What follows belongs to an exercise in optimizing a design on an open flow for small area; a production flow would make more cautious choices.
Only simulation tests tie the RTL to the original design; equivalence was not proved.
Power is estimated from default activity; no workload was simulated.

## all_mod
module all_mod(
input clk, rst, wr, rd,
input rx,
input [2:0] addr,
input [7:0] din,
output tx,
output [7:0] dout
    );
reg [7:0] lcr;
wire dlab = lcr[7];
wire [1:0] wls = lcr[1:0];
wire stb = lcr[2];
wire pen = lcr[3];
wire eps = lcr[4];
wire sticky_parity = lcr[5];
wire set_break = lcr[6];
wire a0 = (addr == 3'd0);
wire a1 = (addr == 3'd1);
reg [7:0] dlsb, dmsb;
wire [15:0] dl = {dmsb, dlsb};
always @(posedge clk, posedge rst)
  if (rst) dlsb <= 8'h00;
  else if (wr & a0 & dlab) dlsb <= din;
always @(posedge clk, posedge rst)
  if (rst) dmsb <= 8'h00;
  else if (wr & a1 & dlab) dmsb <= din;
reg update_baud;
reg [15:0] baud_cnt;
reg baud_pulse;
always @(posedge clk, posedge rst)
  if (rst) update_baud <= 1'b0;
  else     update_baud <= wr & dlab & (a0 | a1);
always @(posedge clk, posedge rst)
  if (rst) baud_cnt <= 16'h0;
  else if (update_baud || baud_cnt == 16'h0000) baud_cnt <= dl;
  else baud_cnt <= baud_cnt - 16'd1;
always @(posedge clk, posedge rst)
  if (rst) baud_pulse <= 1'b0;
  else     baud_pulse <= |dl & ~|baud_cnt;
reg [3:0] ier;
always @(posedge clk, posedge rst)
  if (rst) ier <= 4'h0;
  else if (wr & a1 & ~dlab) ier <= din[3:0];
reg [1:0] rx_trigger;
reg       fcr_ena, fcr_tx_rst, fcr_rx_rst;
wire      wr_fcr = wr & (addr == 3'd2);
always @(posedge clk, posedge rst)
  if (rst)
    begin
    rx_trigger <= 2'b00;
    fcr_ena    <= 1'b0;
    end
  else if (wr_fcr)
    begin
    rx_trigger <= din[7:6];
    fcr_ena    <= din[0];
    end
always @(posedge clk, posedge rst)
  if (rst)
    begin
    fcr_tx_rst <= 1'b0;
    fcr_rx_rst <= 1'b0;
    end
  else
    begin
    fcr_tx_rst <= wr_fcr & din[2];
    fcr_rx_rst <= wr_fcr & din[1];
    end
always @(posedge clk, posedge rst)
  if (rst) lcr <= 8'h00;
  else if (wr & (addr == 3'd3)) lcr <= din;
reg [4:0] mcr;
always @(posedge clk, posedge rst)
  if (rst) mcr <= 5'h00;
  else if (wr & (addr == 3'd4)) mcr <= din[4:0];
wire loop = mcr[4];
reg [7:0] scr;
always @(posedge clk, posedge rst)
  if (rst) scr <= 8'h00;
  else if (wr & (addr == 3'd7)) scr <= din;
wire tx_fifo_push = wr & a0 & ~dlab;
wire rx_fifo_pop  = rd & a0 & ~dlab;
reg  tx_pop;
wire [7:0] tx_fifo_out, rx_fifo_out;
wire tx_fifo_empty, rx_fifo_empty, rx_fifo_full;
wire rx_ge4, rx_ge8, rx_ge14;
reg  rx_push;
reg  [7:0] rsr;
fifo_top tx_fifo_inst (
    .clk (clk), .rst (rst), .en (fcr_ena), .clr (fcr_tx_rst),
  ...
Size in the first run: roughly 1300 cells after synthesis, ~390 flip-flops, roughly 25 I/O pins.
==> flow/config.mk <==
export PLATFORM = sky130hd
export DESIGN_NAME = all_mod
export DESIGN_NICKNAME = all_mod
export VERILOG_FILES = /design/flow/design.v
export SDC_FILE = /design/flow/constraint.sdc
export NUM_CORES = 4
export LEC_CHECK = 0
export CAP_MARGIN = 20
export CORE_MARGIN = 2
export CORE_UTILIZATION = 40
export PLACE_DENSITY = 0.6
export SLEW_MARGIN = 20
==> flow/constraint.sdc <==
create_clock -name core_clock -period 10.0 [get_ports {clk}]
set_input_delay 2.0000 -clock core_clock [delete_from_list [all_inputs] [get_ports {clk}]]
set_output_delay 2.0000 -clock core_clock [all_outputs]
set_load 0.01 [all_outputs]
run.sh (not shown) runs the stock make flow with config.mk's settings and CLKGATE_MAP_FILE= SYNTH_SCRIPT=/design/flow/synth_recipe.tcl, a recipe that flattens the netlist after the stock synthesis.
Change:
- CTS_BUF_LIST: default -> sky130_fd_sc_hd__clkbuf_4
After rerunning:
- The changed run completed without violations
- clock skew came out higher by 37 ps
- non-clock buffer count climbs by 1
- sequential share of layout area grows by 0.33 points
- sequential cell count is unchanged
- area after synthesis is unchanged

* * *

run 1:
all_mod, a different RTL version from the one above (not shown whole).
Size: ~25 I/O pins, roughly 0.015 mm² of cells after synthesis.
export LEC_CHECK = 0
export CAP_MARGIN = 20
export CORE_MARGIN = 2
export CORE_UTILIZATION = 65
export PLACE_DENSITY = 0.8
export SLEW_MARGIN = 20
export SYNTH_HIERARCHICAL = 1
export SYNTH_MINIMUM_KEEP_SIZE = 0
create_clock -name core_clock -period 10.0 [get_ports {clk}]
standard.sh (not shown) runs the stock make flow with config.mk's settings and CLKGATE_MAP_FILE= SYNTH_SCRIPT=/design/flow/synth_recipe.tcl, a recipe that flattens the netlist after the stock synthesis.
==> flow/flow/run.sh <==
#!/bin/bash
set -euo pipefail
scr=$PWD/scripts_abc_area
rm -rf "$scr"
cp -r "$FLOW_HOME/scripts" "$scr"
cp flow/abc_area.script "$scr/abc_speed.script"
bash standard.sh SCRIPTS_DIR="$scr" synth > flow_synth.log 2>&1
export CTS_ARGS="-sink_clustering_enable -repair_clock_nets -dont_use_dummy_load -buf_list sky130_fd_sc_hd__clkbuf_8 -sink_clustering_size 20 -sink_clustering_max_diameter 100"
export BUFFER_PORTS_ARGS="-buffer_cell sky130_fd_sc_hd__buf_1"
bash standard.sh > flow.log 2>&1
==> flow/flow/abc_area.script <==
&get -n
&st
&dc2
&dch -f
&nf -a
&st
&dc2
&dch -f
&nf -a
&put
Run 1 ran to completion and came out clean on the timing, DRC and antenna checks.
Changes in run 2 relative to run 1:
# run 1
export LEC_CHECK = 0
export CAP_MARGIN = 20
export CORE_MARGIN = 2
export CORE_UTILIZATION = 65
export PLACE_DENSITY = 0.8
export SLEW_MARGIN = 20
export SYNTH_HIERARCHICAL = 1
export SYNTH_MINIMUM_KEEP_SIZE = 0
create_clock -name core_clock -period 10.0 [get_ports {clk}]
# run 2
export LEC_CHECK = 0
export CAP_MARGIN = 20
export CORE_MARGIN = 2
export CORE_UTILIZATION = 75
export PLACE_DENSITY = 0.9
export SLEW_MARGIN = 20
export SYNTH_HIERARCHICAL = 1
export SYNTH_MINIMUM_KEEP_SIZE = 0
create_clock -name core_clock -period 10.0 [get_ports {clk}]
-- flow/flow/run.sh --
<<< run 1, line 8
export CTS_ARGS="-sink_clustering_enable -repair_clock_nets -dont_use_dummy_load -buf_list sky130_fd_sc_hd__clkbuf_8 -sink_clustering_size 20 -sink_clustering_max_diameter 100"
>>> run 2, line 8
export CTS_ARGS="-sink_clustering_enable -repair_clock_nets -dont_use_dummy_load -buf_list sky130_fd_sc_hd__clkbuf_8 -sink_clustering_size 19 -sink_clustering_max_diameter 90"
Notes after the runs:
Run 1 -> run 2: final area flat
From run 1 to run 2 the numbers moved as follows: proportion of power drawn by the clock network did not really move, post-detailed-route via-to-cell ratio went up, layout-stage area growth over the synthesis result went down, worst setup slack after placement went up, area after detailed placement went down.
Run 2 vs. run 1: worst hold margin rose by 0.0091 ns, number of nets with antenna violations after detailed routing stayed essentially flat.
Every stage of the flow completed for run 2, and the final layout passed the timing, DRC and antenna checks.
Here is what was changed in the inputs of run 3 compared with run 2.
# run 2
export LEC_CHECK = 0
export CAP_MARGIN = 20
export CORE_MARGIN = 2
export CORE_UTILIZATION = 75
export PLACE_DENSITY = 0.9
export SLEW_MARGIN = 20
export SYNTH_HIERARCHICAL = 1
export SYNTH_MINIMUM_KEEP_SIZE = 0
create_clock -name core_clock -period 10.0 [get_ports {clk}]
# run 3
export LEC_CHECK = 0
export CAP_MARGIN = 20
export CORE_MARGIN = 2
export CORE_UTILIZATION = 65
export PLACE_DENSITY = 0.8
export SLEW_MARGIN = 20
export SYNTH_HIERARCHICAL = 1
export SYNTH_MINIMUM_KEEP_SIZE = 0
create_clock -name core_clock -period 10.0 [get_ports {clk}]
[summary]
- Total vias in the final route in run 3 is 3.4% lower than in run 2
- Wire: run 3 routes less than run 2
- Core utilization: run 3 lower than run 2
- From run 2 to run 3 the numbers moved as follows: cell area after layout now larger; fraction of area in clock buffers and inverters was more or less identical; internal power flat.
- Run 3: setup slack after layout 0.046 ns below run 2
- Comparing run 2 with run 3, the area share of buffers outside the clock network came out essentially unchanged.

* * *

Another version of the RTL of all_mod (not shown whole).
Size: about 1100 cells after synthesis, roughly 390 flip-flops.
==> flow/design.v (excerpt) <==
module all_mod(
input clk, rst, wr, rd,
input rx,
input [2:0] addr,
input [7:0] din,
output tx,
output [7:0] dout
    );
reg [7:0] lcr;
wire dlab = lcr[7];
wire [1:0] wls = lcr[1:0];
wire stb = lcr[2];
wire pen = lcr[3];
wire eps = lcr[4];
wire sticky_parity = lcr[5];
wire set_break = lcr[6];
wire a0 = (addr == 3'd0);
wire a1 = (addr == 3'd1);
reg [7:0] dlsb, dmsb;
wire [15:0] dl = {dmsb, dlsb};
wire [7:0] din_c = rst ? 8'h00 : din;
always @(posedge clk)
  if (rst | (wr & a0 & dlab)) dlsb <= din_c;
always @(posedge clk)
  if (rst | (wr & a1 & dlab)) dmsb <= din_c;
reg update_baud;
reg [15:0] baud_cnt;
reg baud_pulse;
always @(posedge clk, posedge rst)
  if (rst) update_baud <= 1'b0;
  else     update_baud <= wr & dlab & (a0 | a1);
always @(posedge clk, posedge rst)
  if (rst) baud_cnt <= 16'h0;
  else if (update_baud || baud_cnt == 16'h0000) baud_cnt <= dl;
  else baud_cnt <= baud_cnt - 16'd1;
always @(posedge clk, posedge rst)
  if (rst) baud_pulse <= 1'b0;
  else     baud_pulse <= |dl & ~|baud_cnt;
reg [3:0] ier;
always @(posedge clk)
  if (rst | (wr & a1 & ~dlab)) ier <= din_c[3:0];
reg [1:0] rx_trigger;
reg       fcr_ena, fcr_tx_rst, fcr_rx_rst;
wire      wr_fcr = wr & (addr == 3'd2);
always @(posedge clk)
  if (rst | wr_fcr)
    begin
  ...
clock: 10.0 ns
lec_check: 0
cap_margin: 20
core_margin: 2
core_utilization: 65
place_density: 0.8
slew_margin: 20
synth_hierarchical: 1
synth_minimum_keep_size: 0
run.sh (not shown) runs the stock make flow with config.mk's settings and CLKGATE_MAP_FILE= SYNTH_SCRIPT=/design/flow/synth_recipe.tcl, a recipe that flattens the netlist after the stock synthesis.
Stock flow here: none of the scripts above is used.
The first run produced a clean layout.
Edit:
==> flow/flow/run.sh (new file) <==
#!/bin/bash
set -euo pipefail
scr=$PWD/scripts_abc_area
rm -rf "$scr"
cp -r "$FLOW_HOME/scripts" "$scr"
cp flow/abc_area.script "$scr/abc_speed.script"
bash standard.sh SCRIPTS_DIR="$scr" synth > flow_synth.log 2>&1
export CTS_ARGS="-sink_clustering_enable -repair_clock_nets -dont_use_dummy_load -buf_list sky130_fd_sc_hd__clkbuf_16 -sink_clustering_size 30 -sink_clustering_max_diameter 60"
export BUFFER_PORTS_ARGS="-buffer_cell sky130_fd_sc_hd__buf_1"
bash standard.sh > flow.log 2>&1
==> flow/flow/abc_area.script (new file) <==
&get -n
&st
&dc2
&dch -f
&nf -a
&st
&dc2
&dch -f
&nf -a
&put
==> flow/standard.sh (new file) <==
#!/bin/bash
# synth_recipe.tcl (not shown) runs the flow's synth.tcl, then flattens the netlist and writes it again
# the make line also repeats each setting of config.mk as NAME=value (left out here)
make -C /OpenROAD-flow-scripts/flow DESIGN_CONFIG=/design/flow/config.mk WORK_HOME=/design/flow/orfs CLKGATE_MAP_FILE= SYNTH_SCRIPT=/design/flow/synth_recipe.tcl "${@:-finish}"
removed: flow/run.sh
Effect: The new run completed with no timing, DRC or antenna violations. Die area went down by a few percent. Total power came out lower by about a fifth. Maximum frequency came out lower by a few percent. Utilization fell by 3.6 points. Global-route usage goes down by 0.36 points. Final area came out lower by a few percent. Register-to-register slack degrades by 450 ps. Via count falls by a few percent. Final cell count came out lower by a few percent. Setup slack got worse by 320 ps. Wire length fell by a few percent.
Edit:
==> flow/flow/run.sh (replaced) <==
#!/bin/bash
set -euo pipefail
scr=$PWD/scripts_abc_area
rm -rf "$scr"
cp -r "$FLOW_HOME/scripts" "$scr"
cp flow/abc_area.script "$scr/abc_speed.script"
bash standard.sh SCRIPTS_DIR="$scr" synth > flow_synth.log 2>&1
export CTS_ARGS="-sink_clustering_enable -repair_clock_nets -dont_use_dummy_load -buf_list sky130_fd_sc_hd__clkbuf_8 -sink_clustering_size 18 -sink_clustering_max_diameter 50"
export BUFFER_PORTS_ARGS="-buffer_cell sky130_fd_sc_hd__buf_1"
bash standard.sh > flow.log 2>&1
The new run completed without violations; cell area falls by 0.83%; total power falls by 4.0%; combinational power stays flat; hold slack is worse by 29 ps; clock power falls by 14%.

==> what the ideal ports hide <==
The flow's constraints put no driver on any port. The routed layouts listed below were extracted and timed again, unchanged, in two steps. Step 1 sets driving cells, clkbuf_16 on the clock port and buf_2 on the other inputs (assumed; they add their load-dependent delay and slew). Step 2 adds t to the input delays and takes it off the output delays; t is the mean of the earliest and latest rising clock arrival at the registers after step 1. Input paths then give back, and output paths get back, about the clock's delay inside the block. Three values: ideal ports, drivers, drivers and shift; two values: the first two.
run | t (ns) | setup WS [ns] | worst setup path after step 2 | slew at the worst register clock pin (ns) | worst slew at a driven data input, ns
the first run of note 1 | 0.589 | 4.825 / 4.849 / 4.260 | input to register | 0.07 / 0.07 | 0.12
the second run of note 1 | 0.816 | 4.905 / 4.925 / 4.110 | input to register | 0.08 / 0.08 | 0.12
run 1 | 0.593 | 5.730 / 5.753 / 5.160 | input to register | 0.12 / 0.12 | 0.04
run 2 | 0.611 | 5.776 / 5.793 / 5.182 | input to register | 0.12 / 0.12 | 0.04
run 3 | 0.598 | 5.730 / 5.753 / 5.155 | input to register | 0.12 / 0.12 | 0.04
the first run of note 3 | 0.575 | 5.013 / 5.037 / 4.461 | input to register | 0.06 / 0.06 | 0.06
the second run of note 3 | 0.577 | 4.692 / 4.719 / 4.143 | input to register | 0.10 / 0.10 | 0.05
the third run of note 3 | 0.570 | 4.670 / 4.694 / 4.124 | input to register | 0.11 / 0.11 | 0.05
After both steps every run listed still meets setup and hold. The setup slack of the second run of note 1, which loses most, moves by +0.020 ns with the drivers and by -0.795 ns with both steps.
